Background: an optimization exercise with open tools, aiming at small area. Do not read the settings as production practice.
Function was checked by simulation only, so behaviour that the tests miss may differ from the original.
The clock port is modelled as an ideal driver, which makes a skipped or thinned clock tree look cheaper than it is; a real chip needs a root buffer or a tree.
No activity file was given, so power comes from the tool's default toggle rates.

lane 1:
## todoPID
module todoPID(clk,rst,yactual,referencia,ena2,PWMin);
input clk,rst;
input [8:0]yactual,referencia;
output reg ena2;
output reg [17:0]PWMin;
reg [5:0]  L;
reg [8:0]  H;
reg [17:0] J;       
reg [8:0]  yp;      
wire w = ena2;
wire k8  = ~w & L[3] & ~L[2] & ~L[1] & ~L[0];
wire k12 = ~w & L[3] &  L[2] & ~L[1] & ~L[0];
wire k13 = ~w & L[3] &  L[2] & ~L[1] &  L[0];
wire k16 = ~w & L[4] & ~L[1] & ~L[0];
wire k18 = ~w & L[4] &  L[1];
wire last = w & H[8] & H[7] & H[2] & H[1] & L[5] & L[3] & L[0];  
wire [5:0] Ln;
rca #(6) incl(L, 6'd0, 1'b1, Ln);
wire [8:0] Hn;
rca #(9) inch(H, 9'd0, w & (&L), Hn);
wire [8:0] e;
rca #(9) sub_e(referencia & {9{k8}}, ~yactual & {9{k8}}, k8, e);
wire [11:0] e7;
rca #(12) mul7({e[8],e,3'b0}, ~{{3{e[8]}},e}, 1'b1, e7);
wire [17:0] je;
rca #(18) add_j(J, {{6{e7[11]}},e7}, 1'b0, je);
wire [8:0] nd;
rca #(9) sub_d(~yactual & {9{k12}}, yp, 1'b0, nd);
wire [16:0] Jh = J[17:1];
wire [16:0] pwh;
wire ts1 = Jh[6] ^ H[3];
wire tc2 = Jh[6] & H[3];
wire ts3 = Jh[7] ^ H[4] ^ H[7];
wire tc4 = (Jh[7] & H[4]) | (H[7] & (Jh[7] ^ H[4]));
wire ts5 = Jh[8] ^ H[5] ^ H[8];
wire tc6 = (Jh[8] & H[5]) | (H[8] & (Jh[8] ^ H[5]));
wire ts7 = Jh[3] ^ H[0] ^ H[3];
wire tc8 = (Jh[3] & H[0]) | (H[3] & (Jh[3] ^ H[0]));
wire ts9 = Jh[4] ^ H[1] ^ H[4];
wire tc10 = (Jh[4] & H[1]) | (H[4] & (Jh[4] ^ H[1]));
wire ts11 = yp[1] ^ yp[3];
wire tc12 = yp[1] & yp[3];
wire ts13 = Jh[5] ^ H[2] ^ H[5];
  ...
clock: 10.0 ns
lec_check: 0
cap_margin: 20
core_margin: 2
core_utilization: 70
gpl_timing_driven: 0
slew_margin: 20
standard.sh (not shown) runs the stock make flow with config.mk's settings and CLKGATE_MAP_FILE= SYNTH_SCRIPT=/design/flow/synth_recipe.tcl, a recipe that flattens the netlist after the stock synthesis.
==> flow/flow/run.sh <==
#!/bin/bash
# Own layout flow: the standard synthesis; then the full adders are used in
# the polarity that needs fewer inverters (flow/fixpol.py) and the plain logic
# around them is re-mapped with ABC (flow/reabc.tcl), twice; then the standard flow's
# standard layout steps, with buf_1 port buffers and a one-level clock tree
# (flow/cts_manual.tcl: the flip-flops split into a few groups by location, one
# clock buffer per group, driven from the clock port).
set -euo pipefail
R=orfs/results/$FLOW_PLATFORM/todoPID/base
export PRE_CTS_TCL="$PWD/flow/cts_manual.tcl"
export MANUAL_CTS_PORT=clk MANUAL_CTS_GROUPS=${MANUAL_CTS_GROUPS:-4} MANUAL_CTS_BUF=${MANUAL_CTS_BUF:-sky130_fd_sc_hd__clkbuf_8}
export BUFFER_PORTS_ARGS="-buffer_cell sky130_fd_sc_hd__buf_1"
bash standard.sh synth > synth.log 2>&1
cp $R/1_2_yosys.v synth_standard.v
YOSYS=yosys
[ -x "$FLOW_HOME/../tools/install/yosys/bin/yosys" ] && YOSYS="$FLOW_HOME/../tools/install/yosys/bin/yosys"
export LIB="$FLOW_HOME/platforms/$FLOW_PLATFORM/lib/sky130_fd_sc_hd__tt_025C_1v80.lib"
export NETLIST="$PWD/$R/1_2_yosys.v"
export DELAY_PS=$(python3 -c "print(int(round(float('$FLOW_PERIOD_NS') * 1000)))")
export DONT_USE="$(make -s -C "$FLOW_HOME" DESIGN_CONFIG="$PWD/config.mk" WORK_HOME="$PWD/orfs" print-DONT_USE_CELLS 2>/dev/null | sed 's/^DONT_USE_CELLS[:=] *//' | tail -1)"
echo "DONT_USE: $DONT_USE" > reabc.log
for pass in 1 2; do
  python3 flow/fixpol.py "$NETLIST" >> fixpol.log 2>&1
  "$YOSYS" -c flow/reabc.tcl >> reabc.log 2>&1
done
cp $R/1_2_yosys.v synth_final.v
rm -f $R/1_synth.odb
bash standard.sh finish > layout.log 2>&1
Other scripts of this flow, unchanged in this note and not shown: flow/flow/cts_manual.tcl, flow/flow/fixpol.py, flow/flow/reabc.tcl
What lane 2 does differently from lane 1 at the input level:
--- a/flow/design.v
+++ b/flow/design.v
@@ -23,30 +23,33 @@
 reg [8:0]  yp;      
 wire w = ena2;
 wire k8  = ~w & L[3] & ~L[2] & ~L[1] & ~L[0];
 wire k12 = ~w & L[3] &  L[2] & ~L[1] & ~L[0];
 wire k13 = ~w & L[3] &  L[2] & ~L[1] &  L[0];
 wire k16 = ~w & L[4] & ~L[1] & ~L[0];
 wire k18 = ~w & L[4] &  L[1];
 wire last = w & H[8] & H[7] & H[2] & H[1] & L[5] & L[3] & L[0];  
 wire [5:0] Ln;
 rca #(6) incl(L, 6'd0, 1'b1, Ln);
 wire [8:0] Hn;
 rca #(9) inch(H, 9'd0, w & (&L), Hn);
-wire [8:0] e;
-rca #(9) sub_e(referencia & {9{k8}}, ~yactual & {9{k8}}, k8, e);
-wire [11:0] e7;
-rca #(12) mul7({e[8],e,3'b0}, ~{{3{e[8]}},e}, 1'b1, e7);
+wire [8:0] e0;
+rca #(9) sub_e(referencia, ~yactual, 1'b1, e0);
+wire [8:0] e = e0 & {9{k8}};
+wire [17:0] ca = {{6{e[8]}},e,3'b0};
+wire [17:0] cb = ~{{9{e[8]}},e};
+wire [17:0] cs = J ^ ca ^ cb;
+wire [17:0] cc = (J & ca) | (cb & (J ^ ca));
 wire [17:0] je;
-rca #(18) add_j(J, {{6{e7[11]}},e7}, 1'b0, je);
+rca #(18) add_j(cs, {cc[16:0],1'b1}, 1'b0, je);
 wire [8:0] nd;
 rca #(9) sub_d(~yactual & {9{k12}}, yp, 1'b0, nd);
 wire [16:0] Jh = J[17:1];
 wire [16:0] pwh;
 wire ts1 = Jh[6] ^ H[3];
 wire tc2 = Jh[6] & H[3];
 wire ts3 = Jh[7] ^ H[4] ^ H[7];
 wire tc4 = (Jh[7] & H[4]) | (H[7] & (Jh[7] ^ H[4]));
 wire ts5 = Jh[8] ^ H[5] ^ H[8];
 wire tc6 = (Jh[8] & H[5]) | (H[8] & (Jh[8] ^ H[5]));
 wire ts7 = Jh[3] ^ H[0] ^ H[3];
 wire tc8 = (Jh[3] & H[0]) | (H[3] & (Jh[3] ^ H[0]));
@@ -165,25 +168,23 @@
 wire ps15 = Jh[15] ^ tc90 ^ pc14;
 wire pc15 = (Jh[15] & tc90) | (pc14 & (Jh[15] ^ tc90));
 wire ps16 = Jh[16] ^ pc15;
 wire pc16 = Jh[16] & pc15;
 assign pwh = {ps16, ps15, ps14, ps13, ps12, ps11, ps10, ps9, ps8, ps7, ps6, ps5, ps4, ps3, ps2, ps1, ps0};
 always @(posedge clk) begin
   if (rst | last) begin
     L <= 0; ena2 <= 0;
   end else begin
     L <= Ln;
     if (k18) ena2 <= 1'b1;
   end
-  if (k8) H <= {yactual[8], ~yactual[7:0]};
-  else if (w) H <= Hn;
-  else if (L[4]) H <= 0;
+  H <= k8 ? {yactual[8], ~yactual[7:0]} : (Hn & {9{w | ~L[4]}});
   if (rst) begin
     J <= 18'd219304; yp <= 0; PWMin <= 0;
   end else begin
     J <= je;
     if (k12) yp <= {~nd[8], nd[7:0]};
     if (k13) PWMin <= {pwh, J[0]};
     if (k16) yp <= yactual;
   end
 end
 endmodule
--- outcome ---
Total nets after synthesis of lane 2 falls short of that of lane 1 by a few percent. Against lane 1 as the reference, lane 2 delivers a lower number of buffers added for setup after CTS. Per the comparison of lane 2 with lane 1, setup slack of the critical path after layout picked up an extra 290 ps; part of the power in combinational logic picked up an extra 25 points; total wire length lost 4.8%. Between lane 1 and lane 2, the clock-pin slew reported for the worst setup and hold paths after clock tree synthesis figures differ only marginally. Minimum hold slack: lane 2 vs lane 1, no meaningful difference.
In every run of this note, the design's own scripts or RTL, not TritonCTS, make the clock network.

static timing again, ports no longer ideal:
No port has a modelled driver above. Below, the same layouts with a new extraction and two added sets of constraints. Step 1 sets driving cells, clkbuf_16 on the clock port and buf_2 on the other inputs (assumed; they add their load-dependent delay and slew). Step 2 moves the port delays by t, midway between the first and last clock arrival at a register: inputs arrive t later, outputs are due t later. That takes back most of the time a late clock gives input paths. Slacks: no drivers / after step 1 / after step 2; pairs: no drivers / after step 1.
run | t (ns) | slack for setup (ns) | latest minus earliest clock arrival (ns)
lane 1 | 0.212 | 0.357 / 0.399 / 0.187 | 0.030 / 0.030
lane 2 | 0.213 | 0.647 / 0.681 / 0.467 | 0.045 / 0.045
After both steps every run listed still meets setup and hold. The setup slack of lane 2, which loses most, moves by +0.034 ns with the drivers and by -0.180 ns with both steps.
